From an optimization exercise on the open Yosys and OpenROAD flow, aimed at small area, a short achievable clock period and few clock cycles; shortcuts taken in it are not production practice. In this exercise RTL edits were held to simulation tests only and were not proved equivalent to the original. Power is estimated from default activity; no workload was simulated.

File: flow/design.v
module CHIP #(
    parameter BIT_W = 32
)(
        input               i_clk,
        input               i_rst_n,
        input  [BIT_W-1:0]  i_IMEM_data,
        output [BIT_W-1:0]  o_IMEM_addr,
        output              o_IMEM_cen,
        input               i_DMEM_stall,
        input  [BIT_W-1:0]  i_DMEM_rdata,
        output              o_DMEM_cen,
        output              o_DMEM_wen,
        output [BIT_W-1:0]  o_DMEM_addr,
        output [BIT_W-1:0]  o_DMEM_wdata,
        output              o_finish,
        input               i_cache_finish,
        output              o_proc_finish
);
    integer i;
    reg  [31:0] pc_f;
    reg  [31:0] ir_1;             
    reg         v_1;
    reg  [31:0] ir_2;             
    reg         v_2;
    reg  [31:0] op1_2, op2_2;     
    reg  [31:0] m_res;            
    reg  [4:0]  m_rd;
    reg         m_we;             
    reg         m_ecall;
    reg  [31:0] mq_addr, mq_wdata;
    reg  [4:0]  mq_rd;
    reg         mq_load, mq_store;
    reg         mq_go;            
    reg         mem_busy;         
    reg         lp_v;             
    reg  [4:0]  lp_rd;
    reg         lb_v;             
    reg  [4:0]  lb_rd;
    reg  [31:0] lb_data;
    reg  [31:0] mul_a, mul_b;
    reg  [31:0] mul_acc, mul_cy;  
    reg         mul_busy;         
    reg         mul_add;          
    reg         mul_done;         
    reg  [4:0]  mul_rd;
    reg  [31:0] rf [1:31];        
    reg  [31:1] rf_v;             
    wire [31:0] pc_1 = pc_f - 32'd4;
    wire [31:0] pc_2 = pc_f - 32'd8;
    wire mq_v     = mq_load | mq_store;
    wire mq_start = mq_go & ~mem_busy;
    wire ld_cap   = ~i_DMEM_stall & ((mq_load & mq_start) | lp_v);
    wire [4:0] cap_rd = lp_v ? lp_rd : mq_rd;
    assign o_DMEM_cen    = mq_go;
    assign o_DMEM_wen    = mq_store;
    assign o_DMEM_addr   = mq_addr;
    assign o_DMEM_wdata  = mq_wdata;
    assign o_finish      = m_ecall;
    assign o_proc_finish = m_ecall;
    assign o_IMEM_cen    = ~m_ecall;
    assign o_IMEM_addr   = pc_f;
    wire        mul_wr = ~m_we & ~lb_v & mul_done;
    wire        rf_we  = m_we | lb_v | mul_done;
    wire [4:0]  rf_wa  = m_we ? m_rd  : lb_v ? lb_rd   : mul_rd;
    wire [31:0] rf_wd  = m_we ? m_res : lb_v ? lb_data : mul_acc;
    wire [6:0] opc = ir_2[6:0];
    wire [2:0] f3  = ir_2[14:12];
    wire [4:0] rd2 = ir_2[11:7];
    wire op_auipc = opc == 7'b0010111;
    wire op_jal   = opc == 7'b1101111;
    wire op_jalr  = opc == 7'b1100111;
    wire op_br    = opc == 7'b1100011;
    wire op_ld    = opc == 7'b0000011;
    wire op_st    = opc == 7'b0100011;
    wire op_imm   = opc == 7'b0010011;
    wire op_op    = opc == 7'b0110011;
    wire op_ecall = opc == 7'b1110011;
    wire is_sub   = op_op & ir_2[30];
    wire is_mul   = op_op & ~ir_2[30] & ir_2[25];
    wire wr2      = (op_auipc | op_jal | op_jalr | op_ld | op_imm | op_op) & (rd2 != 5'd0);
    wire x_mem    = op_ld | op_st;
    wire [31:0] imm_i  = {{20{ir_2[31]}}, ir_2[31:20]};
    wire [31:0] imm_iz = {20'd0, ir_2[31:20]};
    wire [31:0] imm_sz = {20'd0, ir_2[31:25], ir_2[11:7]};
    wire [31:0] imm_b  = {{19{ir_2[31]}}, ir_2[31], ir_2[7], ir_2[30:25], ir_2[11:8], 1'b0};
    wire [31:0] imm_j  = {{11{ir_2[31]}}, ir_2[31], ir_2[19:12], ir_2[20], ir_2[30:21], 1'b0};
    wire [31:0] imm_u  = {ir_2[31:12], 12'd0};
    wire is_slt = op_imm & (f3 == 3'b010);
    wire do_sub = is_sub | is_slt;
    wire [31:0] opb_raw = (op_op | op_br) ? op2_2 :
                          op_st           ? imm_sz :
                          op_imm          ? imm_i  : imm_iz;
    wire [31:0] opb = opb_raw ^ {32{do_sub}};
    wire [31:0] sum = op1_2 + opb + {31'd0, do_sub};
    wire slt = (op1_2[31] ^ opb_raw[31]) ? op1_2[31] : sum[31];
    wire eq  = op1_2 == op2_2;
    wire lt  = $signed(op1_2) < $signed(op2_2);
    wire [31:0] pc_imm = pc_2 + (op_br ? imm_b : op_jal ? imm_j : imm_u);
    wire        sh_left = ~f3[2];
    reg  [31:0] sh_in, sh_out;
    always @(*) begin
        for (i = 0; i < 32; i = i + 1) sh_in[i] = sh_left ? op1_2[31-i] : op1_2[i];
    end
    wire               sh_fill = ~sh_left & op1_2[31];
    wire signed [32:0] sh_ext  = {sh_fill, sh_in};
    wire        [32:0] sh_sr   = sh_ext >>> ir_2[24:20];
    wire        [31:0] sh_r    = ir_2[31] ? {32{sh_fill}} : sh_sr[31:0];
    always @(*) begin
        for (i = 0; i < 32; i = i + 1) sh_out[i] = sh_left ? sh_r[31-i] : sh_r[i];
    end
    reg br_t;
    always @(*) begin
        case (f3)
            3'b000:  br_t = eq;
            3'b001:  br_t = ~eq;
            3'b100:  br_t = lt;
            3'b101:  br_t = ~lt;
            default: br_t = 1'b0;
        endcase
    end
    wire taken = v_2 & ((op_br & br_t) | op_jal | op_jalr);
    wire [31:0] target = op_jalr ? sum : pc_imm;
    reg [31:0] res;
    always @(*) begin
        res = 32'd0;
        if (op_auipc) res = pc_imm;
        else if (op_jal | op_jalr) res = pc_1;
        else if (op_imm) begin
            case (f3)
                3'b000:  res = sum;
                3'b001:  res = sh_out;
                3'b010:  res = {31'd0, slt};
                3'b101:  res = sh_out;
                default: res = 32'd0;
            endcase
        end else if (op_op) begin
            if (ir_2[30]) res = sum;
            else case (f3)
                3'b000:  res = sum;
                3'b110:  res = op1_2 | op2_2;
                3'b111:  res = op1_2 & op2_2;
                default: res = 32'd0;
            endcase
        end
    end
    wire [31:0] pp0 = mul_b[0] ? mul_a      : 32'd0;
    wire [31:0] pp1 = mul_b[1] ? mul_a << 1 : 32'd0;
    wire [31:0] pp2 = mul_b[2] ? mul_a << 2 : 32'd0;
    wire [31:0] pp3 = mul_b[3] ? mul_a << 3 : 32'd0;
    wire [31:0] cs1_s = mul_acc ^ mul_cy ^ pp0;
    wire [31:0] cs1_c = ((mul_acc & mul_cy) | (mul_acc & pp0) | (mul_cy & pp0)) << 1;
    wire [31:0] cs2_s = pp1 ^ pp2 ^ pp3;
    wire [31:0] cs2_c = ((pp1 & pp2) | (pp1 & pp3) | (pp2 & pp3)) << 1;
    wire [31:0] cs3_s = cs1_s ^ cs1_c ^ cs2_s;
    wire [31:0] cs3_c = ((cs1_s & cs1_c) | (cs1_s & cs2_s) | (cs1_c & cs2_s)) << 1;
    wire [31:0] cs4_s = cs3_s ^ cs3_c ^ cs2_c;
    wire [31:0] cs4_c = ((cs3_s & cs3_c) | (cs3_s & cs2_c) | (cs3_c & cs2_c)) << 1;
    wire        mul_fin = (mul_b[31:4] == 28'd0) | (mul_a[27:0] == 28'd0);
    wire        mu_p    = mul_busy | mul_add | mul_done;
    wire hold2 = v_2 & ((x_mem & mq_v & ~mq_start) | (is_mul & mu_p) | (op_ecall & mq_v));
    wire adv2  = ~m_ecall & ~hold2;
    wire mul_iss = adv2 & v_2 & is_mul;
    wire [6:0] opc1 = ir_1[6:0];
    wire [4:0] rs1 = ir_1[19:15];
    wire [4:0] rs2 = ir_1[24:20];
    wire [4:0] rd1 = ir_1[11:7];
    wire u1_1  = (opc1 == 7'b1100111) | (opc1 == 7'b1100011) | (opc1 == 7'b0000011) |
                 (opc1 == 7'b0100011) | (opc1 == 7'b0010011) | (opc1 == 7'b0110011);
    wire u2_1  = (opc1 == 7'b1100011) | (opc1 == 7'b0100011) | (opc1 == 7'b0110011);
    wire wr_1  = ((opc1 == 7'b0010111) | (opc1 == 7'b1101111) | (opc1 == 7'b1100111) |
                  (opc1 == 7'b0000011) | (opc1 == 7'b0010011) | (opc1 == 7'b0110011)) & (rd1 != 5'd0);
    reg [31:1] sel1_1, sel2_1;
    always @(*) begin
        for (i = 1; i < 32; i = i + 1) begin
            sel1_1[i] = rs1 == i;
            sel2_1[i] = rs2 == i;
        end
    end
    reg [31:0] rv1, rv2;
    reg        vv1, vv2;
    always @(*) begin
        rv1 = 32'd0;
        rv2 = 32'd0;
        vv1 = 1'b0;
        vv2 = 1'b0;
        for (i = 1; i < 32; i = i + 1) begin
            rv1 = rv1 | ({32{sel1_1[i]}} & rf[i]);
            rv2 = rv2 | ({32{sel2_1[i]}} & rf[i]);
            vv1 = vv1 | (sel1_1[i] & rf_v[i]);
            vv2 = vv2 | (sel2_1[i] & rf_v[i]);
        end
    end
    wire [31:0] init1 = ({32{sel1_1[2]}} & 32'hbffffff0) | ({32{sel1_1[3]}} & 32'h10008000);
    wire [31:0] init2 = ({32{sel2_1[2]}} & 32'hbffffff0) | ({32{sel2_1[3]}} & 32'h10008000);
    wire f2ok = v_2 & wr2 & ~op_ld & ~is_mul;
    wire fx1 = f2ok & (rd2 == rs1);
    wire fx2 = f2ok & (rd2 == rs2);
    wire fm1 = m_we & (m_rd == rs1);
    wire fm2 = m_we & (m_rd == rs2);
    wire fu1 = mul_done & (mul_rd == rs1);
    wire fu2 = mul_done & (mul_rd == rs2);
    wire fl1 = lb_v & (lb_rd == rs1);
    wire fl2 = lb_v & (lb_rd == rs2);
    wire [31:0] rs1v = fx1 ? res : fm1 ? m_res : fu1 ? mul_acc : fl1 ? lb_data : vv1 ? rv1 : init1;
    wire [31:0] rs2v = fx2 ? res : fm2 ? m_res : fu2 ? mul_acc : fl2 ? lb_data : vv2 ? rv2 : init2;
    wire p2 = v_2 & (op_ld | is_mul) & (rd2 != 5'd0);
    wire pq = mq_load & (mq_rd != 5'd0);
    wire haz1 = (p2   & ((u1_1 & (rd2   == rs1)) | (u2_1 & (rd2   == rs2)) | (wr_1 & (rd2   == rd1)))) |
                (pq   & ((u1_1 & (mq_rd == rs1)) | (u2_1 & (mq_rd == rs2)) | (wr_1 & (mq_rd == rd1)))) |
                (lp_v & ((u1_1 & (lp_rd == rs1)) | (u2_1 & (lp_rd == rs2)) | (wr_1 & (lp_rd == rd1)))) |
                ((mul_busy | mul_add) & ((u1_1 & (mul_rd == rs1)) | (u2_1 & (mul_rd == rs2)))) |
                (mu_p & wr_1 & (mul_rd == rd1));
    wire adv1 = adv2 & ~(v_1 & haz1);
    wire m_we_n     = adv2 & v_2 & wr2 & ~op_ld & ~is_mul;
    wire mq_enter   = adv2 & v_2 & x_mem;
    wire mq_load_n  = mq_enter ? op_ld : mq_load & ~mq_start;
    wire mq_store_n = mq_enter ? op_st : mq_store & ~mq_start;
    wire lb_v_n     = ld_cap ? (cap_rd != 5'd0) : lb_v & m_we & (m_rd != lb_rd);
    wire redirect = adv2 & taken;
    always @(posedge i_clk or negedge i_rst_n) begin
        if (!i_rst_n) begin
            pc_f     <= 32'h00010000;
            v_1      <= 1'b0;
            v_2      <= 1'b0;
            m_we     <= 1'b0;
            m_ecall  <= 1'b0;
            mq_load  <= 1'b0;
            mq_store <= 1'b0;
            mq_go    <= 1'b0;
            mem_busy <= 1'b0;
            lp_v     <= 1'b0;
            lb_v     <= 1'b0;
            mul_busy <= 1'b0;
            mul_add  <= 1'b0;
            mul_done <= 1'b0;
            rf_v     <= 31'd0;
        end else begin
            mem_busy <= mq_start ? i_DMEM_stall : (mem_busy & i_DMEM_stall);
            lp_v     <= (mq_load & mq_start & i_DMEM_stall) | (lp_v & i_DMEM_stall);
            mq_load  <= mq_load_n;
            mq_store <= mq_store_n;
            lb_v     <= lb_v_n;
            mq_go    <= (mq_load_n | mq_store_n) & ~(mq_load_n & lb_v_n & m_we_n);
            if (rf_we) rf_v[rf_wa] <= 1'b1;
            if (mul_iss) begin
                mul_busy <= 1'b1;
                mul_done <= 1'b0;
            end else if (mul_busy) begin
                mul_busy <= ~mul_fin;
                mul_add  <= mul_fin;
            end else if (mul_add) begin
                mul_add  <= 1'b0;
                mul_done <= mul_rd != 5'd0;
            end else if (mul_wr) begin
                mul_done <= 1'b0;
            end
            m_we <= m_we_n;
            if (adv2) m_ecall <= v_2 & op_ecall;
            if (redirect) begin
                pc_f <= target;
                v_1  <= 1'b0;
                v_2  <= 1'b0;
            end else begin
                if (adv2) v_2 <= adv1 & v_1;
                if (adv1) begin
                    pc_f <= pc_f + 32'd4;
                    v_1  <= 1'b1;
                end
            end
        end
    end
    always @(posedge i_clk) begin
        if (rf_we) rf[rf_wa] <= rf_wd;
        if (mq_load & mq_start) lp_rd <= mq_rd;
        if (ld_cap) begin
            lb_rd   <= cap_rd;
            lb_data <= i_DMEM_rdata;
        end
        if (adv1) begin
            ir_1   <= i_IMEM_data;
            ir_2   <= ir_1;
            op1_2  <= rs1v;
            op2_2  <= rs2v;
        end
        if (adv2) begin
            m_res <= res;
            m_rd  <= rd2;
        end
        if (mq_enter) begin
            mq_addr  <= sum;
            mq_wdata <= op2_2;
            mq_rd    <= rd2;
        end
        if (mul_iss) begin
            mul_a   <= op1_2;
            mul_b   <= op2_2;
            mul_acc <= 32'd0;
            mul_cy  <= 32'd0;
            mul_rd  <= rd2;
        end else if (mul_add) begin
            mul_acc <= mul_acc + mul_cy;
            mul_cy  <= 32'd0;
        end else begin
            mul_a   <= mul_a << 4;
            mul_b   <= mul_b >> 4;
            mul_acc <= cs4_s;
            mul_cy  <= cs4_c;
        end
    end
endmodule
File: flow/standard.sh
#!/bin/bash
# synth_recipe.tcl (not shown) runs the flow's synth.tcl, then flattens the netlist and writes it again
# the make line also repeats each setting of config.mk as NAME=value (left out here)
make -C /OpenROAD-flow-scripts/flow DESIGN_CONFIG=/design/flow/config.mk WORK_HOME=/design/flow/orfs CLKGATE_MAP_FILE= SYNTH_SCRIPT=/design/flow/synth_recipe.tcl "${@:-finish}"
File: flow/flow/run.sh
#!/bin/bash
set -euo pipefail
bash standard.sh SETUP_SLACK_MARGIN=11.3 finish > flow_make.log 2>&1
File: flow/config.mk
export PLATFORM = sky130hd
export DESIGN_NAME = CHIP
export DESIGN_NICKNAME = CHIP
export VERILOG_FILES = /design/flow/design.v
export SDC_FILE = /design/flow/constraint.sdc
export NUM_CORES = 4
export LEC_CHECK = 0
export CAP_MARGIN = 20
export CORE_MARGIN = 2
export CORE_UTILIZATION = 35
export CTS_CLUSTER_DIAMETER = 60
export CTS_CLUSTER_SIZE = 20
export SLEW_MARGIN = 20
File: flow/constraint.sdc
create_clock -name core_clock -period 16.0 [get_ports {i_clk}]
set_input_delay 3.2000 -clock core_clock [delete_from_list [all_inputs] [get_ports {i_clk}]]
set_output_delay 3.2000 -clock core_clock [all_outputs]
set_load 0.01 [all_outputs]
==> run_results.csv, run 1 <==
group,metric,value,unit
clock_tree,cts_tree,"yes",
critical_path,cp_data_arrival_time,5.59,ns
floorplan,core-area,0.227,sq mm
clock_tree,cts.sinks,1474,
sta,fmax,197,MHz
logic_synthesis,syn_inst,6911,
logic_synthesis,synth_top_area_share,50.4,%
hold_path,hp-class,"reg -> reg",
floorplan,die-area,0.232,sq mm
layout,drive_gt1_share,15.2,%
critical_path,worstPathRequired,16.52,ns
critical_path,path_class,"reg -> reg",
floorplan,chipWidth,481,um
critical_path,crit_path_start_kind,"flip-flop",
clock_tree,path_clk_slew,0.07,ns
logic_synthesis,ys_seq_elements,1474,
clock_tree,clockBufferDepth,3,
clock_tree,htreeDepth,3,
place,place.gp.congestion,1.00,
logic_synthesis,ys_async_sr_fraction,5.16,%
pwr,leakage,32.9,nW
place,hpwl,236000,um
sta,slew_viol_final,0,
clock_tree,insertion_delay,0.84,ns
sta,fin_skew,0.0885,ns
place,post-place-ws,9.10,ns
layout,nNetsFinal,7539,
floorplan,io_pins,169,
global_routing,grt_pass1_vias,64400,
layout,nFillCells,21300,
logic_synthesis,ys_top_cells_by_count,"edfxtp_1, a22oi_1, nand2_1",
route,drc,0,
route,num_vias,68700,
logic_synthesis,synth.most_common_cell,"edfxtp_1",
sta,worst-slew-pin-transition,1.28,ns
layout,fin_area,0.0926,sq mm
floorplan,rows,175,
global_routing,grt_max_degree,75,
layout,area_growth,16.2,%
logic_synthesis,synth-edff-count,1337,
floorplan,initial_utilization,35.1,%
critical_path,path_max_fanout,26,
route,wl,380000,um
logic_synthesis,synth_flop_cell,"edfxtp_1",
global_routing,antenna_found_initial,17,
logic_synthesis,syn_area_per_cell,11.5,sq um
sta,report.final.setup_viol,0,
route,drt_pass1_iterations,12,
sta,min_period_over_period,31.7,%
logic_synthesis,synth-seq-area-share,54.3,%
logic_synthesis,synth_top_area_cell,"edfxtp_1",
layout,fin_cells,10200,
sta,finalSetupTns,0,ns
pwr,powerDensity,163,mW/mm^2
logic_synthesis,yosysUniqueCellTypes,97,
logic_synthesis,yosysWarnings,1,
route,drt_iter0_markers,13200,
floorplan,dieHeight,481,um
logic_synthesis,syn_area,0.0797,sq mm
logic_synthesis,synth.net_count,7328,
clock_tree,numCtsBuffers,112,
critical_path,reg2reg_slack,10.93,ns
place,io_buffers,167,
logic_synthesis,synthTopCellsByArea,"edfxtp_1, a22oi_1, ha_1",
pwr,ir_drop,119,uV
sta,whs,0.420,ns
clock_tree,postCtsHoldBufs,0,
sta,min_period,5.07,ns
clock_tree,clock-root-buffer,"clkbuf_16",
route,viasPerCell,6.72,
global_routing,grt_use_total,31.6,%
route,ant_nets,0,
run_status,status,"no timing/DRC/antenna violations",
global_routing,grt-ovfl-total,0,
job,max_cap_viol_count,0,
place,dpl.cell_count,9852,
sta,maxSlewHeadroom,14.4,%
place,place_area,0.0858,sq mm
sta,grt_setup_unrepaired,"yes",
route,wire_per_inst,37.2,um
sta,fin_ws,10.93,ns
global_routing,grt_pass1_wl,514000,um
sta,hold_viol,0,
critical_path,cp-end-kind,"flip-flop",
[critical path: stages (launching register included)]
cell      delay, ns
edfxtp_1       0.33
buf_4          0.32
or3b_2         0.62
nor2_4         0.15
buf_4          0.55
a221o_1        0.25
nor4_1         0.06
nand2_1        0.07
buf_4          0.31
buf_4          0.54
nor4b_1        0.94
o311ai_0       0.31
o211ai_1       0.21
a22oi_2        0.08
[metrics by stage]
stage,total power [mW],utilization (%)
3_5_place_dp,11.1,37.8
4_1_cts,14.4,40.2
3_3_place_gp,11.1,37.8
6_report,15.1,40.8
5_1_grt,15.5,40.8
2_1_floorplan,8.44,-
[metal layers]
metal	vias up	global-route usage [%]	routed length, um
met5	-	0.476	164
met4	12	19.1	30300
met3	1660	11.8	55900
met2	6356	46.3	159000
met1	33600	39.4	134000
li1	27100	-	-
[final timing paths]
check,start,end,depth (start not counted)
max in group asynchronous,i_rst_n,m_we,2
hold / removal,ir_1[25],ir_2[25],0
min in group asynchronous,i_rst_n,pc_f[9],1
setup reg to reg,ir_1[23],op2_2[20],13
hold reg to reg,ir_1[25],ir_2[25],0
setup / recovery,ir_1[23],op2_2[20],13
[placed cells by master, fill, tap and decap left out, types with 41 or more instances in the layout]
cell type	synthesis	final
a211o_1	42	41
a21oi_1	279	248
a221oi_1	118	110
a222oi_1	44	44
a22o_1	121	121
a22oi_1	723	716
and2_1	141	112
and3_1	73	68
buf_4	8	371
clkbuf_16	0	113
clkdlybuf4s50_1	0	65
dfrtp_1	75	45
dfxtp_1	61	61
dlygate4sd2_1	0	61
edfxtp_1	1337	1337
fa_1	117	115
ha_1	232	206
inv_1	371	358
mux2i_1	130	122
nand2_1	537	521
nand3_1	258	253
nand4_1	98	98
nor2_1	307	222
nor2_4	0	81
nor3_1	85	78
nor4_1	94	84
o21ai_0	262	210
xnor2_1	173	161
xor2_1	92	84
[logic make-up after synthesis]
kind of cell / Yosys count / synth area share, %
and+or+nand+nor: 1742 / 10.7
xor gates and xnor gates: 266 / 2.94
muxes: 196 / 3.03
DFF: 1474 / 54.3
adders and majority gates: 350 / 6.59
AOI/OAI and AO/OA: 2038 / 18.3
buffers and inverters: 845 / 4.16
[power by group]
group / switching (mW) / leakage (nW) / internal, mW
sequential: 0.588 / 14.0 / 4.75
clock: 1.56 / 1.83 / 1.43
combinational: 4.47 / 17.1 / 2.31
total: 6.62 / 32.9 / 8.49
[repair_timing]
| item | in CTS | in global routing |
|---|---|---|
| pin swaps | 54 | 81 |
| buffers inserted | 106 | 55 |
| gates resized for setup | 350 | 183 |
| endpoints found under the setup margin | 268 | 111 |
| gates cloned | 3 | 0 |
[registers in the layout (all words and copies together) (netlist names), 5 cells and up]
signal	flops
pc_f	32
rf	992
mul_rd	5
mul_b	32
lb_rd	5
rf_v	31
m_res	32
ir_2	32
mul_acc	32
mq_wdata	32
op2_2	32
op1_2	32
mq_rd	5
mul_a	32
m_rd	5
lb_data	32
mul_cy	29
ir_1	32
lp_rd	5
mq_addr	32
[final cells by class]
cell class,count,area (sq um),share of cell area (%)
clock inverters,66,847,0.915
diodes,12,30.0,0.0324
clock buffers,128,2930,3.16
repair buffers,567,4840,5.23
multi-input cells,4593,35500,38.3
well taps,3009,3760,4.06
inverters,374,1410,1.53
flip-flops and latches,1474,43300,46.8
Testbench counts, summed over its fixed seeds: cycles 127,900.
==> run 2, diff against run 1 <==
--- a/flow/design.v
+++ b/flow/design.v
@@ -30,10 +30,12 @@
     reg  [31:0] mq_addr, mq_wdata;
     reg  [4:0]  mq_rd;
     reg         mq_load, mq_store;
+    reg         mq_dead;          
     reg         mq_go;            
     reg         mem_busy;         
     reg         lp_v;             
     reg  [4:0]  lp_rd;
+    reg         lp_dead;
     reg         lb_v;             
     reg  [4:0]  lb_rd;
     reg  [31:0] lb_data;
@@ -42,6 +44,7 @@
     reg         mul_busy;         
     reg         mul_add;          
     reg         mul_done;         
+    reg         mul_dead;         
     reg  [4:0]  mul_rd;
     reg  [31:0] rf [1:31];        
     reg  [31:1] rf_v;             
@@ -51,6 +54,7 @@
     wire mq_start = mq_go & ~mem_busy;
     wire ld_cap   = ~i_DMEM_stall & ((mq_load & mq_start) | lp_v);
     wire [4:0] cap_rd = lp_v ? lp_rd : mq_rd;
+    wire cap_ok = ld_cap & ~(lp_v ? lp_dead : mq_dead);
     assign o_DMEM_cen    = mq_go;
     assign o_DMEM_wen    = mq_store;
     assign o_DMEM_addr   = mq_addr;
@@ -156,7 +160,8 @@
     wire [31:0] cs4_s = cs3_s ^ cs3_c ^ cs2_c;
     wire [31:0] cs4_c = ((cs3_s & cs3_c) | (cs3_s & cs2_c) | (cs3_c & cs2_c)) << 1;
     wire        mul_fin = (mul_b[31:4] == 28'd0) | (mul_a[27:0] == 28'd0);
-    wire        mu_p    = mul_busy | mul_add | mul_done;
+    wire        mu_b    = (mul_busy | mul_add) & ~mul_dead;
+    wire        mu_p    = mu_b | mul_done;
     wire hold2 = v_2 & ((x_mem & mq_v & ~mq_start) | (is_mul & mu_p) | (op_ecall & mq_v));
     wire adv2  = ~m_ecall & ~hold2;
     wire mul_iss = adv2 & v_2 & is_mul;
@@ -201,21 +206,28 @@
     wire fu2 = mul_done & (mul_rd == rs2);
     wire fl1 = lb_v & (lb_rd == rs1);
     wire fl2 = lb_v & (lb_rd == rs2);
-    wire [31:0] rs1v = fx1 ? res : fm1 ? m_res : fu1 ? mul_acc : fl1 ? lb_data : vv1 ? rv1 : init1;
-    wire [31:0] rs2v = fx2 ? res : fm2 ? m_res : fu2 ? mul_acc : fl2 ? lb_data : vv2 ? rv2 : init2;
+    wire fc1 = cap_ok & (cap_rd == rs1);      
+    wire fc2 = cap_ok & (cap_rd == rs2);
+    wire [31:0] rs1v = fx1 ? res : fm1 ? m_res : fc1 ? i_DMEM_rdata : fu1 ? mul_acc : fl1 ? lb_data : vv1 ? rv1 : init1;
+    wire [31:0] rs2v = fx2 ? res : fm2 ? m_res : fc2 ? i_DMEM_rdata : fu2 ? mul_acc : fl2 ? lb_data : vv2 ? rv2 : init2;
     wire p2 = v_2 & (op_ld | is_mul) & (rd2 != 5'd0);
     wire pq = mq_load & (mq_rd != 5'd0);
-    wire haz1 = (p2   & ((u1_1 & (rd2   == rs1)) | (u2_1 & (rd2   == rs2)) | (wr_1 & (rd2   == rd1)))) |
-                (pq   & ((u1_1 & (mq_rd == rs1)) | (u2_1 & (mq_rd == rs2)) | (wr_1 & (mq_rd == rd1)))) |
-                (lp_v & ((u1_1 & (lp_rd == rs1)) | (u2_1 & (lp_rd == rs2)) | (wr_1 & (lp_rd == rd1)))) |
-                ((mul_busy | mul_add) & ((u1_1 & (mul_rd == rs1)) | (u2_1 & (mul_rd == rs2)))) |
-                (mu_p & wr_1 & (mul_rd == rd1));
+    wire haz1 = (p2   & ((u1_1 & (rd2   == rs1)) | (u2_1 & (rd2   == rs2)))) |
+                (pq & ~(mq_start & ~i_DMEM_stall) & ((u1_1 & (mq_rd == rs1)) | (u2_1 & (mq_rd == rs2)))) |
+                (lp_v & i_DMEM_stall & ((u1_1 & (lp_rd == rs1)) | (u2_1 & (lp_rd == rs2)))) |
+                (mu_b & ((u1_1 & (mul_rd == rs1)) | (u2_1 & (mul_rd == rs2))));
     wire adv1 = adv2 & ~(v_1 & haz1);
+    wire kw      = adv1 & v_1 & wr_1 & ~taken;    
+    wire kill_2  = kw & (rd2 == rd1);
+    wire kill_q  = kw & (mq_rd == rd1);
+    wire kill_p  = kw & (lp_rd == rd1);
+    wire kill_m  = kw & (mul_rd == rd1);
     wire m_we_n     = adv2 & v_2 & wr2 & ~op_ld & ~is_mul;
     wire mq_enter   = adv2 & v_2 & x_mem;
     wire mq_load_n  = mq_enter ? op_ld : mq_load & ~mq_start;
     wire mq_store_n = mq_enter ? op_st : mq_store & ~mq_start;
-    wire lb_v_n     = ld_cap ? (cap_rd != 5'd0) : lb_v & m_we & (m_rd != lb_rd);
+    wire cap_dead   = lp_v ? (lp_dead | kill_p) : (mq_dead | kill_q);
+    wire lb_v_n     = ld_cap ? (cap_rd != 5'd0) & ~cap_dead : lb_v & m_we & (m_rd != lb_rd);
     wire redirect = adv2 & taken;
     always @(posedge i_clk or negedge i_rst_n) begin
         if (!i_rst_n) begin
@@ -233,6 +245,7 @@
             mul_busy <= 1'b0;
             mul_add  <= 1'b0;
             mul_done <= 1'b0;
+            mul_dead <= 1'b0;
             rf_v     <= 31'd0;
         end else begin
             mem_busy <= mq_start ? i_DMEM_stall : (mem_busy & i_DMEM_stall);
@@ -244,15 +257,20 @@
             if (rf_we) rf_v[rf_wa] <= 1'b1;
             if (mul_iss) begin
                 mul_busy <= 1'b1;
-                mul_done <= 1'b0;
-            end else if (mul_busy) begin
-                mul_busy <= ~mul_fin;
-                mul_add  <= mul_fin;
-            end else if (mul_add) begin
                 mul_add  <= 1'b0;
-                mul_done <= mul_rd != 5'd0;
-            end else if (mul_wr) begin
                 mul_done <= 1'b0;
+                mul_dead <= kill_2;
+            end else begin
+                if (kill_m) mul_dead <= 1'b1;
+                if (mul_busy) begin
+                    mul_busy <= ~mul_fin;
+                    mul_add  <= mul_fin;
+                end else if (mul_add) begin
+                    mul_add  <= 1'b0;
+                    mul_done <= (mul_rd != 5'd0) & ~mul_dead & ~kill_m;
+                end else if (mul_wr | kill_m) begin
+                    mul_done <= 1'b0;
+                end
             end
             m_we <= m_we_n;
             if (adv2) m_ecall <= v_2 & op_ecall;
@@ -271,7 +289,14 @@
     end
     always @(posedge i_clk) begin
         if (rf_we) rf[rf_wa] <= rf_wd;
-        if (mq_load & mq_start) lp_rd <= mq_rd;
+        if (mq_load & mq_start) begin
+            lp_rd   <= mq_rd;
+            lp_dead <= mq_dead | kill_q;
+        end else if (kill_p) begin
+            lp_dead <= 1'b1;
+        end
+        if (mq_enter)    mq_dead <= kill_2;
+        else if (kill_q) mq_dead <= 1'b1;
         if (ld_cap) begin
             lb_rd   <= cap_rd;
             lb_data <= i_DMEM_rdata;
==> run 2 against run 1 <==
  * Sequential power fell by 2%
  * Largest power group unchanged
  * Sequential share of layout area fell by 0.91 points
  * Fmax rose by 6.5%
  * Global-route usage rose by 0.56 points
  * Combinational power fell by 3.1%
  * First-iteration DRC count rose by 6.2%
  * Clock power rose by 9.4%
  * Highest routed layer unchanged
  * Non-clock buffer count rose by 18
  * Cell area rose by 2.2%
==> run_results.csv, run 2 <==
group,metric,value,unit
run_status,status,"no timing/DRC/antenna violations",
logic_synthesis,synthTopCellsByArea,"edfxtp_1, a22oi_1, ha_1",
route,ant_nets,0,
route,wl,396000,um
route,drt_iter0_markers,14100,
layout,area_growth,16.6,%
clock_tree,clock-root-buffer,"clkbuf_16",
sta,finalSetupTns,0,ns
critical_path,critPathMostFrequentCell,"buf_4",
layout,fin_area,0.0947,sq mm
critical_path,path_class,"reg -> reg",
floorplan,chipWidth,486,um
global_routing,grt_use_total,32.1,%
sta,min_period,4.76,ns
sta,hold_viol,0,
sta,fmax,210,MHz
global_routing,antenna_found_initial,17,
sta,grt_setup_unrepaired,"yes",
critical_path,crit_path_start_kind,"flip-flop",
clock_tree,cts.sinks,1477,
clock_tree,cts_tree,"yes",
layout,drive_gt1_share,15.1,%
logic_synthesis,synth_flop_cell,"edfxtp_1",
sta,whs,0.422,ns
critical_path,cp_cell_sequence,"buf_4 > or3b_2 > nor2_4 > buf_4 > a22o_1 > or4_4 > or2_2 > buf_6 > nand3_1 > a221oi_1 > or3_1 > a311o_1 > o41ai_2",
floorplan,dieHeight,486,um
global_routing,grt_pass1_vias,66400,
route,num_vias,71600,
pwr,powerDensity,159,mW/mm^2
clock_tree,postCtsHoldBufs,0,
logic_synthesis,syn_area,0.0812,sq mm
critical_path,cp-end-kind,"flip-flop",
sta,report.final.setup_viol,0,
logic_synthesis,synth-seq-area-share,53.4,%
critical_path,reg2reg_slack,11.24,ns
logic_synthesis,synth_top_area_cell,"edfxtp_1",
hold_path,hp-class,"reg -> reg",
logic_synthesis,synth-edff-count,1339,
clock_tree,clockBufferDepth,3,
pwr,leakage,33.8,nW
clock_tree,htreeDepth,3,
sta,min_period_over_period,29.8,%
layout,fin_cells,10600,
route,drc,0,
global_routing,grt_max_degree,71,
logic_synthesis,synth.most_common_cell,"edfxtp_1",
floorplan,io_pins,169,
place,io_buffers,167,
critical_path,cp_data_arrival_time,5.29,ns
critical_path,worstRegToRegCells,13,
hold_path,min_path_cells,0,
critical_path,critPathSlowestCell,"or3b_2",
floorplan,core-area,0.230,sq mm
hold_path,hold_path_end,"ir_2[30]",
floorplan,die-area,0.236,sq mm
logic_synthesis,ys_top_cells_by_count,"edfxtp_1, a22oi_1, nand2_1",
sta,slew_viol_final,0,
critical_path,reg2reg_from,"ir_1[24]",
layout,most-common-layout-cells,"edfxtp_1, a22oi_1, nand2_1, buf_4, inv_1",
hold_path,worstHoldStart,"ir_1[30]",
logic_synthesis,yosysWarnings,1,
floorplan,rows,176,
pwr,finalPower,15.1,mW
layout,nNetsFinal,7850,
logic_synthesis,ys_async_sr_fraction,5.21,%
sta,worst-slew-pin-transition,1.24,ns
route,viasPerCell,6.77,
clock_tree,insertion_delay,0.88,ns
critical_path,critPathMaxStageDelay,0.63,ns
clock_tree,path_clk_slew,0.08,ns
logic_synthesis,synth.net_count,7614,
logic_synthesis,syn_inst,7197,
job,max_cap_viol_count,0,
route,wire_per_inst,37.5,um
sta,fin_ws,11.24,ns
layout,final_common_cell,"edfxtp_1",
clock_tree,numCtsBuffers,120,
layout,largest_reg_flops,992,
layout,top_register,"rf",
global_routing,grt-ovfl-total,0,
logic_synthesis,yosysUniqueCellTypes,113,
sta,fin_skew,0.108,ns
floorplan,initial_utilization,35.2,%
place,place.gp.congestion,1.01,
critical_path,path_max_fanout,33,
critical_path,r2r-end,"op2_2[31]",
logic_synthesis,syn_area_per_cell,11.3,sq um
layout,final_core_utilization,41.1,%
place,hpwl,247000,um
global_routing,grt_pass1_wl,535000,um
pwr,ir_drop,119,uV
place,post-place-ws,8.81,ns
logic_synthesis,synth_top_area_share,49.5,%
place,place_area,0.0874,sq mm
critical_path,worstPathRequired,16.53,ns
place,dpl.cell_count,10200,
route,drt_pass1_iterations,12,
logic_synthesis,ys_seq_elements,1477,
sta,maxSlewHeadroom,16.7,%
-- run 2: cell types whose count changed in the layout (fill, tap and decap cells not counted), sizes merged, moves of 25 or more --
| cell | before | now |
|---|---|---|
| a22oi | 723 | 839 |
| nor2 | 308 | 409 |
| a22o | 121 | 50 |
| nand2 | 537 | 598 |
| o21ai | 277 | 334 |
| nor3 | 87 | 139 |
| nand3 | 258 | 207 |
| a221oi | 118 | 72 |
| a21oi | 279 | 239 |
| a211oi | 46 | 77 |
| dlygate4sd2 | 61 | 34 |
| nand4 | 98 | 125 |
| o22ai | 26 | 51 |
-- run 2: repair_timing --
item / CTS / global route
resized for setup: 377 / 169
gates cloned: 5 / 3
pin swaps: 30 / 48
setup endpoints to repair: 459 / 156
setup buffers: 108 / 58
-- run 2: routing by layer --
metal  vias up  routed length (um)  global-route usage [%]
met3      1809               60000                    11.6
met4        22               32900                    20.3
met5         -                 659                   0.408
li1      28100                   -                       -
met1     34900              138000                    40.0
met2      6739              165000                    47.2
-- run 2: layout make-up --
| cell class | instances | area, sq um |
|---|---|---|
| fill | 21600 | 136000 |
| sequential | 1477 | 43400 |
| multi-input combinational | 4877 | 36700 |
| timing repair buffer | 585 | 5090 |
| tap | 3026 | 3790 |
| clock buffer | 131 | 3130 |
| inverter | 372 | 1400 |
| clock inverter | 87 | 1160 |
| antenna | 9 | 22.5 |
-- run 2: power by group --
| part | total [mW] | switching (mW) | leakage [nW] | internal [mW] |
|---|---|---|---|---|
| combinational | 6.57 | 4.41 | 17.7 | 2.16 |
| clock | 3.27 | 1.66 | 2.06 | 1.61 |
| sequential | 5.25 | 0.500 | 14.0 | 4.75 |
| total | 15.1 | 6.57 | 33.8 | 8.52 |
-- run 2: worst max path at each step --
stage	startpoint	endpoint	slack, ns
4_1_cts	ir_2[1]	op1_2[26]	11.25
3_3_place_gp	i_DMEM_stall	op2_2[13]	8.83
6_report	ir_1[24]	op2_2[31]	11.24
3_5_place_dp	i_DMEM_stall	op2_2[10]	8.81
5_1_grt	ir_2[4]	op2_2[31]	11.21
2_1_floorplan	i_DMEM_stall	lb_v	10.92
-- run 2: critical path, delay by kind of cell, from the launching register on --
kind            cells  cell delay, ns
simple gates        6            1.74
buf+inv             3            1.37
compound gates      4            0.98
flops               1            0.33
-- run 2: cells by family after synthesis --
logic type / count (synthesis) / share of synthesized area (%)
mux: 189 / 2.90
simple gates: 1961 / 11.8
fa+ha+maj: 350 / 6.47
compound gates: 2104 / 18.3
xor+xnor: 272 / 2.94
flops: 1477 / 53.4
buf+inv: 844 / 4.20
Testbench counts of run 2, summed over its fixed seeds: cycles 123,264.
==> run 3, diff against run 2 <==
--- a/flow/design.v
+++ b/flow/design.v
@@ -23,6 +23,10 @@
     reg  [31:0] ir_2;             
     reg         v_2;
     reg  [31:0] op1_2, op2_2;     
+    reg c_auipc, c_jal, c_jalr, c_br, c_ld, c_st, c_ecall, c_mul, c_wr, c_sub;
+    reg c_brs2, c_bsz, c_bii;
+    reg c_rsum, c_rsh, c_rslt, c_ror, c_rand, c_rlink;
+    reg c_beq, c_bne, c_blt, c_bge;
     reg  [31:0] m_res;            
     reg  [4:0]  m_rd;
     reg         m_we;             
@@ -67,40 +71,33 @@
     wire        rf_we  = m_we | lb_v | mul_done;
     wire [4:0]  rf_wa  = m_we ? m_rd  : lb_v ? lb_rd   : mul_rd;
     wire [31:0] rf_wd  = m_we ? m_res : lb_v ? lb_data : mul_acc;
-    wire [6:0] opc = ir_2[6:0];
-    wire [2:0] f3  = ir_2[14:12];
     wire [4:0] rd2 = ir_2[11:7];
-    wire op_auipc = opc == 7'b0010111;
-    wire op_jal   = opc == 7'b1101111;
-    wire op_jalr  = opc == 7'b1100111;
-    wire op_br    = opc == 7'b1100011;
-    wire op_ld    = opc == 7'b0000011;
-    wire op_st    = opc == 7'b0100011;
-    wire op_imm   = opc == 7'b0010011;
-    wire op_op    = opc == 7'b0110011;
-    wire op_ecall = opc == 7'b1110011;
-    wire is_sub   = op_op & ir_2[30];
-    wire is_mul   = op_op & ~ir_2[30] & ir_2[25];
-    wire wr2      = (op_auipc | op_jal | op_jalr | op_ld | op_imm | op_op) & (rd2 != 5'd0);
-    wire x_mem    = op_ld | op_st;
+    wire op_jal   = c_jal;
+    wire op_jalr  = c_jalr;
+    wire op_br    = c_br;
+    wire op_ld    = c_ld;
+    wire op_st    = c_st;
+    wire op_ecall = c_ecall;
+    wire is_mul   = c_mul;
+    wire wr2      = c_wr;
+    wire x_mem    = c_ld | c_st;
     wire [31:0] imm_i  = {{20{ir_2[31]}}, ir_2[31:20]};
     wire [31:0] imm_iz = {20'd0, ir_2[31:20]};
     wire [31:0] imm_sz = {20'd0, ir_2[31:25], ir_2[11:7]};
     wire [31:0] imm_b  = {{19{ir_2[31]}}, ir_2[31], ir_2[7], ir_2[30:25], ir_2[11:8], 1'b0};
     wire [31:0] imm_j  = {{11{ir_2[31]}}, ir_2[31], ir_2[19:12], ir_2[20], ir_2[30:21], 1'b0};
     wire [31:0] imm_u  = {ir_2[31:12], 12'd0};
-    wire is_slt = op_imm & (f3 == 3'b010);
-    wire do_sub = is_sub | is_slt;
-    wire [31:0] opb_raw = (op_op | op_br) ? op2_2 :
-                          op_st           ? imm_sz :
-                          op_imm          ? imm_i  : imm_iz;
+    wire do_sub = c_sub;
+    wire [31:0] opb_raw = c_brs2 ? op2_2 :
+                          c_bsz  ? imm_sz :
+                          c_bii  ? imm_i  : imm_iz;
     wire [31:0] opb = opb_raw ^ {32{do_sub}};
     wire [31:0] sum = op1_2 + opb + {31'd0, do_sub};
     wire slt = (op1_2[31] ^ opb_raw[31]) ? op1_2[31] : sum[31];
     wire eq  = op1_2 == op2_2;
     wire lt  = $signed(op1_2) < $signed(op2_2);
     wire [31:0] pc_imm = pc_2 + (op_br ? imm_b : op_jal ? imm_j : imm_u);
-    wire        sh_left = ~f3[2];
+    wire        sh_left = ~ir_2[14];
     reg  [31:0] sh_in, sh_out;
     always @(*) begin
         for (i = 0; i < 32; i = i + 1) sh_in[i] = sh_left ? op1_2[31-i] : op1_2[i];
@@ -112,41 +109,16 @@
     always @(*) begin
         for (i = 0; i < 32; i = i + 1) sh_out[i] = sh_left ? sh_r[31-i] : sh_r[i];
     end
-    reg br_t;
-    always @(*) begin
-        case (f3)
-            3'b000:  br_t = eq;
-            3'b001:  br_t = ~eq;
-            3'b100:  br_t = lt;
-            3'b101:  br_t = ~lt;
-            default: br_t = 1'b0;
-        endcase
-    end
-    wire taken = v_2 & ((op_br & br_t) | op_jal | op_jalr);
+    wire br_t  = (c_beq & eq) | (c_bne & ~eq) | (c_blt & lt) | (c_bge & ~lt);
+    wire taken = v_2 & (br_t | op_jal | op_jalr);
     wire [31:0] target = op_jalr ? sum : pc_imm;
-    reg [31:0] res;
-    always @(*) begin
-        res = 32'd0;
-        if (op_auipc) res = pc_imm;
-        else if (op_jal | op_jalr) res = pc_1;
-        else if (op_imm) begin
-            case (f3)
-                3'b000:  res = sum;
-                3'b001:  res = sh_out;
-                3'b010:  res = {31'd0, slt};
-                3'b101:  res = sh_out;
-                default: res = 32'd0;
-            endcase
-        end else if (op_op) begin
-            if (ir_2[30]) res = sum;
-            else case (f3)
-                3'b000:  res = sum;
-                3'b110:  res = op1_2 | op2_2;
-                3'b111:  res = op1_2 & op2_2;
-                default: res = 32'd0;
-            endcase
-        end
-    end
+    wire [31:0] res = ({32{c_rsum}}  & sum) |
+                      ({32{c_rsh}}   & sh_out) |
+                      ({32{c_rslt}}  & {31'd0, slt}) |
+                      ({32{c_ror}}   & (op1_2 | op2_2)) |
+                      ({32{c_rand}}  & (op1_2 & op2_2)) |
+                      ({32{c_auipc}} & pc_imm) |
+                      ({32{c_rlink}} & pc_1);
     wire [31:0] pp0 = mul_b[0] ? mul_a      : 32'd0;
     wire [31:0] pp1 = mul_b[1] ? mul_a << 1 : 32'd0;
     wire [31:0] pp2 = mul_b[2] ? mul_a << 2 : 32'd0;
@@ -182,21 +154,14 @@
         end
     end
     reg [31:0] rv1, rv2;
-    reg        vv1, vv2;
     always @(*) begin
-        rv1 = 32'd0;
-        rv2 = 32'd0;
-        vv1 = 1'b0;
-        vv2 = 1'b0;
+        rv1 = ({32{sel1_1[2] & ~rf_v[2]}} & 32'hbffffff0) | ({32{sel1_1[3] & ~rf_v[3]}} & 32'h10008000);
+        rv2 = ({32{sel2_1[2] & ~rf_v[2]}} & 32'hbffffff0) | ({32{sel2_1[3] & ~rf_v[3]}} & 32'h10008000);
         for (i = 1; i < 32; i = i + 1) begin
-            rv1 = rv1 | ({32{sel1_1[i]}} & rf[i]);
-            rv2 = rv2 | ({32{sel2_1[i]}} & rf[i]);
-            vv1 = vv1 | (sel1_1[i] & rf_v[i]);
-            vv2 = vv2 | (sel2_1[i] & rf_v[i]);
+            rv1 = rv1 | ({32{sel1_1[i] & rf_v[i]}} & rf[i]);
+            rv2 = rv2 | ({32{sel2_1[i] & rf_v[i]}} & rf[i]);
         end
     end
-    wire [31:0] init1 = ({32{sel1_1[2]}} & 32'hbffffff0) | ({32{sel1_1[3]}} & 32'h10008000);
-    wire [31:0] init2 = ({32{sel2_1[2]}} & 32'hbffffff0) | ({32{sel2_1[3]}} & 32'h10008000);
     wire f2ok = v_2 & wr2 & ~op_ld & ~is_mul;
     wire fx1 = f2ok & (rd2 == rs1);
     wire fx2 = f2ok & (rd2 == rs2);
@@ -208,8 +173,8 @@
     wire fl2 = lb_v & (lb_rd == rs2);
     wire fc1 = cap_ok & (cap_rd == rs1);      
     wire fc2 = cap_ok & (cap_rd == rs2);
-    wire [31:0] rs1v = fx1 ? res : fm1 ? m_res : fc1 ? i_DMEM_rdata : fu1 ? mul_acc : fl1 ? lb_data : vv1 ? rv1 : init1;
-    wire [31:0] rs2v = fx2 ? res : fm2 ? m_res : fc2 ? i_DMEM_rdata : fu2 ? mul_acc : fl2 ? lb_data : vv2 ? rv2 : init2;
+    wire [31:0] rs1v = fx1 ? res : fm1 ? m_res : fc1 ? i_DMEM_rdata : fu1 ? mul_acc : fl1 ? lb_data : rv1;
+    wire [31:0] rs2v = fx2 ? res : fm2 ? m_res : fc2 ? i_DMEM_rdata : fu2 ? mul_acc : fl2 ? lb_data : rv2;
     wire p2 = v_2 & (op_ld | is_mul) & (rd2 != 5'd0);
     wire pq = mq_load & (mq_rd != 5'd0);
     wire haz1 = (p2   & ((u1_1 & (rd2   == rs1)) | (u2_1 & (rd2   == rs2)))) |
@@ -217,6 +182,16 @@
                 (lp_v & i_DMEM_stall & ((u1_1 & (lp_rd == rs1)) | (u2_1 & (lp_rd == rs2)))) |
                 (mu_b & ((u1_1 & (mul_rd == rs1)) | (u2_1 & (mul_rd == rs2))));
     wire adv1 = adv2 & ~(v_1 & haz1);
+    wire [2:0] f31  = ir_1[14:12];
+    wire d_auipc = opc1 == 7'b0010111;
+    wire d_jal   = opc1 == 7'b1101111;
+    wire d_jalr  = opc1 == 7'b1100111;
+    wire d_br    = opc1 == 7'b1100011;
+    wire d_ld    = opc1 == 7'b0000011;
+    wire d_st    = opc1 == 7'b0100011;
+    wire d_imm   = opc1 == 7'b0010011;
+    wire d_op    = opc1 == 7'b0110011;
+    wire d_ecall = opc1 == 7'b1110011;
     wire kw      = adv1 & v_1 & wr_1 & ~taken;    
     wire kill_2  = kw & (rd2 == rd1);
     wire kill_q  = kw & (mq_rd == rd1);
@@ -304,13 +279,34 @@
         if (adv1) begin
             ir_1   <= i_IMEM_data;
             ir_2   <= ir_1;
+            c_auipc <= d_auipc;
+            c_jal   <= d_jal;
+            c_jalr  <= d_jalr;
+            c_br    <= d_br;
+            c_ld    <= d_ld;
+            c_st    <= d_st;
+            c_ecall <= d_ecall;
+            c_mul   <= d_op & ~ir_1[30] & ir_1[25];
+            c_wr    <= wr_1;
+            c_sub   <= (d_op & ir_1[30]) | (d_imm & (f31 == 3'b010));
+            c_brs2  <= d_op | d_br;
+            c_bsz   <= d_st;
+            c_bii   <= d_imm;
+            c_rsum  <= (d_imm & (f31 == 3'b000)) | (d_op & (ir_1[30] | (f31 == 3'b000)));
+            c_rsh   <= d_imm & (f31[1:0] == 2'b01);
+            c_rslt  <= d_imm & (f31 == 3'b010);
+            c_ror   <= d_op & ~ir_1[30] & (f31 == 3'b110);
+            c_rand  <= d_op & ~ir_1[30] & (f31 == 3'b111);
+            c_rlink <= d_jal | d_jalr;
+            c_beq   <= d_br & (f31 == 3'b000);
+            c_bne   <= d_br & (f31 == 3'b001);
+            c_blt   <= d_br & (f31 == 3'b100);
+            c_bge   <= d_br & (f31 == 3'b101);
             op1_2  <= rs1v;
             op2_2  <= rs2v;
         end
-        if (adv2) begin
-            m_res <= res;
-            m_rd  <= rd2;
-        end
+        m_res <= res;                 
+        m_rd  <= rd2;
         if (mq_enter) begin
             mq_addr  <= sum;
             mq_wdata <= op2_2;
@@ -322,14 +318,11 @@
             mul_acc <= 32'd0;
             mul_cy  <= 32'd0;
             mul_rd  <= rd2;
-        end else if (mul_add) begin
-            mul_acc <= mul_acc + mul_cy;
-            mul_cy  <= 32'd0;
         end else begin
             mul_a   <= mul_a << 4;
             mul_b   <= mul_b >> 4;
-            mul_acc <= cs4_s;
-            mul_cy  <= cs4_c;
+            mul_acc <= mul_add ? mul_acc + mul_cy : cs4_s;
+            mul_cy  <= mul_add ? 32'd0 : cs4_c;
         end
     end
 endmodule
==> run 3 against run 2 <==
  * Area after synthesis is 1.9% lower
  * Synthesized cell count shrank 2.7%
  * Global-route usage is 0.20 points lower
  * Worst setup slack worse by 0.12 ns
  * Wire length fell by 3.3%
  * First-iteration DRC count decreased by 1.4%
  * Clock power fell by 3%
  * Non-clock buffer count shrank 123
  * Cell count down 3.3%
  * Power grew 3.3%
  * Sequential power is 6.5% higher
  * Combinational power is 3.8% higher
  * Critical endpoint is now op2_2[21]
  * Largest power group unchanged
==> run_results.csv, run 3 <==
group,metric,value,unit
layout,area_growth,14.3,%
logic_synthesis,synthTopCellsByArea,"edfxtp_1, a22oi_1, dfxtp_1",
critical_path,worstPathRequired,16.62,ns
logic_synthesis,syn_inst,7004,
hold_path,hp-class,"reg -> reg",
critical_path,path_class,"reg -> reg",
route,wl,383000,um
route,num_vias,68600,
critical_path,reg2reg_from,"ir_1[20]",
floorplan,rows,175,
layout,nFillCells,21600,
logic_synthesis,synth.area.mux_share,3.02,%
critical_path,critPathSlowestCell,"and4_2",
critical_path,cp_data_arrival_time,5.49,ns
logic_synthesis,synth_top_family_by_area,"compound AO/OA/AOI/OAI gates",
sta,maxSlewHeadroom,9.20,%
floorplan,die-area,0.231,sq mm
sta,fin_skew,0.112,ns
route,drc,0,
place,place.gp.congestion,1.00,
logic_synthesis,synth_top_area_share,47.2,%
floorplan,io_pins,169,
logic_synthesis,synth-edff-count,1253,
logic_synthesis,ys_async_sr_fraction,5.16,%
sta,fmax,205,MHz
logic_synthesis,yosysUniqueCellTypes,92,
place,place_area,0.0856,sq mm
route,drt_pass1_iterations,11,
route,drt_iter0_markers,13900,
clock_tree,path_clk_slew,0.07,ns
job,max_cap_viol_count,0,
layout,final_common_cell,"edfxtp_1",
sta,hold_viol,0,
clock_tree,cts.sinks,1492,
pwr,ir_drop,118,uV
clock_tree,clockBufferDepth,3,
clock_tree,cts_tree,"yes",
global_routing,grt-ovfl-total,0,
logic_synthesis,ys_top_cells_by_count,"edfxtp_1, a22oi_1, nand2_1",
clock_tree,htreeDepth,3,
logic_synthesis,synthAdderAreaFrac,6.59,%
sta,finalSetupTns,0,ns
sta,slew_viol_final,0,
route,wire_per_inst,37.5,um
layout,drive_gt1_share,12.1,%
clock_tree,insertion_delay,0.86,ns
logic_synthesis,synth-seq-area-share,53.7,%
critical_path,crit_path_start_kind,"flip-flop",
critical_path,critPathMaxStageDelay,0.79,ns
place,hpwl,237000,um
layout,nNetsFinal,7523,
clock_tree,clock-root-buffer,"clkbuf_16",
sta,grt_setup_unrepaired,"yes",
sta,min_period_over_period,30.5,%
logic_synthesis,synth-simple-area-share,12.1,%
layout,fin_cells,10200,
place,dpl.cell_count,9911,
logic_synthesis,yosysWarnings,1,
sta,report.final.setup_viol,0,
logic_synthesis,syn_area_per_cell,11.4,sq um
place,io_buffers,167,
pwr,powerDensity,171,mW/mm^2
logic_synthesis,synth.net_count,7421,
global_routing,antenna_found_initial,30,
layout,largest_reg_flops,992,
layout,most-common-layout-cells,"edfxtp_1, a22oi_1, nand2_1, inv_1, nor2_1",
critical_path,startpoint,"ir_1[20]",
pwr,leakage,32.8,nW
pwr,finalPower,15.6,mW
logic_synthesis,synth_top_area_cell,"edfxtp_1",
clock_tree,numCtsBuffers,117,
floorplan,initial_utilization,35.1,%
sta,min_period,4.88,ns
layout,fin_area,0.0910,sq mm
run_status,status,"no timing/DRC/antenna violations",
hold_path,worstHoldStart,"ir_1[28]",
critical_path,cp_cell_sequence,"buf_4 > and3b_1 > and4_2 > buf_4 > a22oi_1 > nand4_1 > nor3_1 > nand4_1 > o211ai_1 > and3_1 > o311a_1 > a21oi_1",
clock_tree,postCtsHoldBufs,0,
global_routing,grt_pass1_vias,64400,
logic_synthesis,synth_flop_cell,"edfxtp_1",
route,ant_nets,0,
layout,multi_input_area,0.0349,sq mm
floorplan,chipWidth,481,um
sta,worst-slew-pin-transition,1.35,ns
logic_synthesis,ys_seq_elements,1492,
global_routing,grt_max_degree,73,
floorplan,dieHeight,481,um
floorplan,core-area,0.227,sq mm
logic_synthesis,synth_xor_area_share,2.82,%
global_routing,grt_pass1_wl,520000,um
route,viasPerCell,6.71,
layout,seq_area,0.0428,sq mm
critical_path,path_max_fanout,27,
global_routing,grt_use_total,31.9,%
critical_path,cp-end-kind,"flip-flop",
logic_synthesis,synth.most_common_cell,"edfxtp_1",
logic_synthesis,synth_compound_area_share,17.5,%
logic_synthesis,syn_area,0.0796,sq mm
layout,top_register,"rf",
[run 3: cell count changes in the layout (fill, tap and decap cells not counted), sizes merged, moves of 30 or more]
| cell | change |
|---|---|
| a211oi | +30 |
| a222oi | +67 |
| a22oi | -166 |
| nand3 | -76 |
| buf | -121 |
| and3 | +61 |
| edfxtp | -86 |
| dfxtp | +101 |
| nor2 | -34 |
| o22ai | -36 |
| o21ai | -78 |
[run 3: layout make-up]
type | instances | area share [%]
flip-flops and latches | 1492 | 47.1
diodes | 14 | 0.0385
multi-input cells | 4645 | 38.3
inverters | 387 | 1.61
clock inverters | 82 | 1.18
repair buffers | 462 | 4.38
repair inverters | 1 | 0.00550
well taps | 3009 | 4.14
clock buffers | 126 | 3.27
[run 3: per-stage QoR]
step	util, %	hold slack (ns)	worst slack, ns
after global placement	37.7	0.407	9.29
after global routing	40.1	0.452	11.21
after CTS	39.8	0.436	11.21
after detailed placement	37.8	0.408	9.17
after floorplan	-	0.381	10.90
final	40.1	0.429	11.12
[run 3: path summary, 6_finish.rpt]
kind	to	slack, ns	cells after the start
worst max-delay path	op2_2[21]	11.12	12
worst min-delay path	ir_2[28]	0.43	0
worst max register to register	op2_2[21]	11.12	12
worst min register to register	ir_2[28]	0.43	0
max in group asynchronous	m_we	12.45	2
min in group asynchronous	m_ecall	2.34	1
[run 3: kinds of logic after synthesis]
| kind of cell | Yosys count |
|---|---|
| buffers and inverters | 867 |
| XOR/XNOR | 256 |
| multiplexers | 183 |
| flip-flops | 1492 |
| AND/OR/NAND/NOR | 1937 |
| AO/OA/AOI/OAI | 1920 |
| adder cells (fa/ha/maj) | 349 |
[run 3: worst max-delay path, delay by kind of cell, from the launching register on]
| family | cells | cell delay (ns) |
|---|---|---|
| AOI/OAI and AO/OA | 4 | 0.92 |
| buffers and inverters | 2 | 0.97 |
| and+or+nand+nor | 6 | 2.37 |
| DFF | 1 | 0.33 |
[run 3: repair_timing]
item                       CTS  global route
buffers inserted            53            24
cloned                       4             2
gates resized for setup    267            54
setup endpoints to repair  407            85
pin swaps                    4             8
[run 3: routing by layer]
layer / up-vias / GRT usage, % / share of wire (%)
met5: - / 0.435 / 0.13
met4: 24 / 21.7 / 8.8
met3: 1746 / 12.3 / 15
met2: 6267 / 46.1 / 41
met1: 33500 / 39.2 / 35
li1: 27000 / - / -
[run 3: power by group]
group | total, mW | switching (mW) | internal, mW
registers | 5.59 | 0.553 | 5.04
clock network | 3.16 | 1.63 | 1.53
logic | 6.82 | 4.63 | 2.19
total | 15.6 | 6.82 | 8.76
Testbench counts of run 3, summed over its fixed seeds: cycles 123,264.
==> run 4, diff against run 3 <==
--- a/flow/design.v
+++ b/flow/design.v
@@ -19,6 +19,8 @@
     integer i;
     reg  [31:0] pc_f;
     reg  [31:0] ir_1;             
+    reg  [3:0]  s1h_1, s2h_1;     
+    reg  [7:0]  s1l_1, s2l_1;     
     reg         v_1;
     reg  [31:0] ir_2;             
     reg         v_2;
@@ -149,8 +151,8 @@
     reg [31:1] sel1_1, sel2_1;
     always @(*) begin
         for (i = 1; i < 32; i = i + 1) begin
-            sel1_1[i] = rs1 == i;
-            sel2_1[i] = rs2 == i;
+            sel1_1[i] = s1h_1[i / 8] & s1l_1[i % 8];
+            sel2_1[i] = s2h_1[i / 8] & s2l_1[i % 8];
         end
     end
     reg [31:0] rv1, rv2;
@@ -278,6 +280,14 @@
         end
         if (adv1) begin
             ir_1   <= i_IMEM_data;
+            for (i = 0; i < 4; i = i + 1) begin
+                s1h_1[i] <= i_IMEM_data[19:18] == i;
+                s2h_1[i] <= i_IMEM_data[24:23] == i;
+            end
+            for (i = 0; i < 8; i = i + 1) begin
+                s1l_1[i] <= i_IMEM_data[17:15] == i;
+                s2l_1[i] <= i_IMEM_data[22:20] == i;
+            end
             ir_2   <= ir_1;
             c_auipc <= d_auipc;
             c_jal   <= d_jal;
==> run 4 against run 3 <==
  * Highest routed layer unchanged
  * Via count is 2.9% lower
  * Die area fell by 0.42%
  * Clock skew rose by 0.026 ns
  * Critical endpoint is now o_DMEM_addr[1]
  * Non-clock buffer count shrank 34
  * Largest cell class unchanged
  * Combinational power decreased by 96%
==> run_results.csv, run 4 <==
group,metric,value,unit
logic_synthesis,synth.net_count,7087,
sta,hold_viol,0,
global_routing,grt_pass1_wl,500000,um
layout,largest_reg_flops,992,
critical_path,worstPathRequired,12.80,ns
sta,fmax,213,MHz
route,drt_pass1_iterations,10,
critical_path,path_max_fanout,1,
sta,slew_viol_final,0,
global_routing,antenna_found_initial,18,
global_routing,grt_pass1_vias,62800,
route,ant_nets,0,
layout,drive_gt1_share,12.0,%
place,place_area,0.0848,sq mm
pwr,leakage,31.5,nW
route,wire_per_inst,37.4,um
critical_path,cp_cell_sequence,"buf_2",
place,post-place-ws,8.65,ns
sta,maxSlewHeadroom,11.8,%
pwr,ir_drop,95.9,uV
sta,report.final.setup_viol,0,
logic_synthesis,syn_area,0.0793,sq mm
layout,fin_area,0.0901,sq mm
logic_synthesis,ys_seq_elements,1516,
clock_tree,postCtsHoldBufs,0,
clock_tree,clock-root-buffer,"clkbuf_16",
sta,grt_setup_unrepaired,"yes",
floorplan,core-area,0.225,sq mm
critical_path,critPathSlowestCell,"edfxtp_1",
floorplan,initial_utilization,35.2,%
logic_synthesis,ys_async_sr_fraction,5.08,%
sta,fin_ws,11.31,ns
critical_path,reg2reg_from,"c_bsz",
critical_path,critPathMaxStageDelay,0.50,ns
clock_tree,cts_tree,"yes",
route,drc,0,
floorplan,chipWidth,480,um
route,drt_iter0_markers,12800,
sta,min_period_over_period,29.3,%
hold_path,hp-class,"reg -> reg",
logic_synthesis,synth_top_area_cell,"edfxtp_1",
layout,top_register,"rf",
layout,area_growth,13.6,%
critical_path,path_class,"reg -> out",
critical_path,startpoint,"mq_addr[1]",
logic_synthesis,synth-edff-count,1277,
floorplan,rows,174,
critical_path,cp-end-kind,"primary output",
logic_synthesis,synthTopCellsByArea,"edfxtp_1, a221oi_1, a22o_1",
layout,most-common-layout-cells,"edfxtp_1, nand2_1, a221oi_1, a22o_1, inv_1",
global_routing,grt_use_total,30.7,%
logic_synthesis,synth_flop_cell,"edfxtp_1",
floorplan,die-area,0.230,sq mm
layout,final_common_cell,"edfxtp_1",
logic_synthesis,syn_inst,6670,
global_routing,grt-ovfl-total,0,
critical_path,cp_data_arrival_time,1.49,ns
place,hpwl,224000,um
logic_synthesis,syn_area_per_cell,11.9,sq um
job,max_cap_viol_count,0,
clock_tree,numCtsBuffers,116,
route,num_vias,66500,
floorplan,io_pins,169,
sta,min_period,4.69,ns
sta,fin_skew,0.138,ns
layout,nNetsFinal,7148,
critical_path,r2r-end,"op1_2[20]",
place,place.gp.congestion,0.992,
global_routing,grt_max_degree,96,
clock_tree,htreeDepth,3,
clock_tree,path_clk_slew,0.07,ns
hold_path,hold_path_end,"ir_2[31]",
logic_synthesis,yosysUniqueCellTypes,109,
logic_synthesis,synth.most_common_cell,"edfxtp_1",
critical_path,worstRegToRegCells,16,
place,io_buffers,167,
clock_tree,cts.sinks,1516,
sta,finalSetupTns,0,ns
critical_path,reg2reg_slack,11.39,ns
logic_synthesis,synth_top_area_share,48.4,%
floorplan,dieHeight,480,um
route,wl,367000,um
critical_path,crit_family,"flip-flops",
sta,worst-slew-pin-transition,1.32,ns
run_status,status,"no timing/DRC/antenna violations",
logic_synthesis,synth-seq-area-share,54.9,%
critical_path,cp_num_buf_inv,1,
critical_path,crit_path_start_kind,"flip-flop",
pwr,powerDensity,85.0,mW/mm^2
clock_tree,clockBufferDepth,3,
route,viasPerCell,6.78,
logic_synthesis,yosysWarnings,1,
clock_tree,insertion_delay,0.89,ns
logic_synthesis,ys_top_cells_by_count,"edfxtp_1, clkbuf_1, nand2_1",
hold_path,min_path_cells,0,
hold_path,worstHoldStart,"ir_1[31]",
-- run 4: timing repair --
item                       4_1_cts  5_1_grt
gates resized for setup        268       60
gates cloned                     6        1
setup buffers                   53       16
pin swaps                        7       17
setup endpoints to repair      342      126
-- run 4: kinds of logic after synthesis --
kind of cell               share of synthesized area [%]
AOI/OAI and AO/OA                                   18.9
DFF                                                 54.9
and+or+nand+nor                                     9.48
buffers and inverters                               4.19
adders and majority gates                           6.61
xor gates and xnor gates                            2.94
muxes                                               2.98
-- run 4: worst max path at each step --
| stage | to | slack [ns] | cells past startpoint |
|---|---|---|---|
| 6_report | o_DMEM_addr[1] | 11.31 | 1 |
| 3_3_place_gp | op1_2[26] | 8.76 | 7 |
| 5_1_grt | op1_2[20] | 11.22 | 16 |
| 4_1_cts | o_DMEM_addr[1] | 11.28 | 1 |
| 3_5_place_dp | op2_2[31] | 8.65 | 7 |
| 2_1_floorplan | op2_2[22] | 10.69 | 9 |
-- run 4: area by class of cell --
class / count / area, sq um
clock inverter: 77 / 1020
antenna: 13 / 32.5
timing repair buffer: 428 / 3820
fill: 21200 / 135000
multi-input combinational: 4290 / 33600
inverter: 378 / 1430
tap: 2992 / 3740
timing repair inverter: 1 / 5.00
sequential: 1516 / 43600
clock buffer: 127 / 2950
-- run 4: power breakdown --
part           switching, mW  total [mW]  internal, mW
registers            0.00316        4.23          4.23
clock network           1.64        3.15          1.50
logic                  0.184       0.281        0.0963
-- run 4: through the flow --
stage / utilization [%] / instances / hold WS (ns) / total power, mW
floorplan: - / 6670 / 0.381 / 4.45
global placement: 37.7 / 9529 / 0.405 / 4.57
detailed placement: 37.7 / 9529 / 0.406 / 4.57
CTS: 39.8 / 9792 / 0.422 / 7.64
global route: 40.0 / 9811 / 0.428 / 7.80
finish: 40.0 / 9822 / 0.419 / 7.66
-- run 4: layer usage --
metal / share of wire [%] / track usage (%) / vias to the layer above / routed length, um
met2: 41 / 44.7 / 6314 / 152000
met3: 15 / 12.2 / 1718 / 55900
met4: 8.2 / 19.5 / 10 / 30000
li1: - / - / 26100 / -
met1: 35 / 37.8 / 32400 / 129000
met5: 0.049 / 0.456 / - / 180
Testbench counts of run 4, summed over its fixed seeds: cycles 123,264.

-- port drivers added, routing unchanged --
The results above use ideal ports. As a check the final layouts listed here were re-extracted and re-timed, cells and wires unchanged.
Step 1, drivers: a clkbuf_16 drives i_clk and a buf_2 each remaining input, both assumed.
Step 2 moves the port delays by t, midway between the first and last clock arrival at a register: inputs arrive t later, outputs are due t later. That takes back most of the time a late clock gives input paths.
a / b / c = no drivers / after step 1 / after step 2; a / b = the first two.
| run | shift t [ns] | setup slack, ns | worst hold slack (ns) | worst slew at a driven data input, ns |
|---|---|---|---|---|
| run 1 | 0.893 | 10.929 / 10.929 / 10.840 | 0.420 / 0.420 / 0.420 | 0.06 |
| run 2 | 0.913 | 11.238 / 11.193 / 10.357 | 0.422 / 0.422 / 0.422 | 0.19 |
| run 3 | 0.893 | 11.121 / 11.121 / 10.549 | 0.429 / 0.429 / 0.429 | 0.21 |
| run 4 | 0.902 | 11.307 / 11.221 / 10.586 | 0.419 / 0.419 / 0.419 | 0.25 |
After both steps setup and hold are still met in every run listed. The setup slack of run 2, which loses most, moves by -0.045 ns with the drivers and by -0.881 ns with both steps.
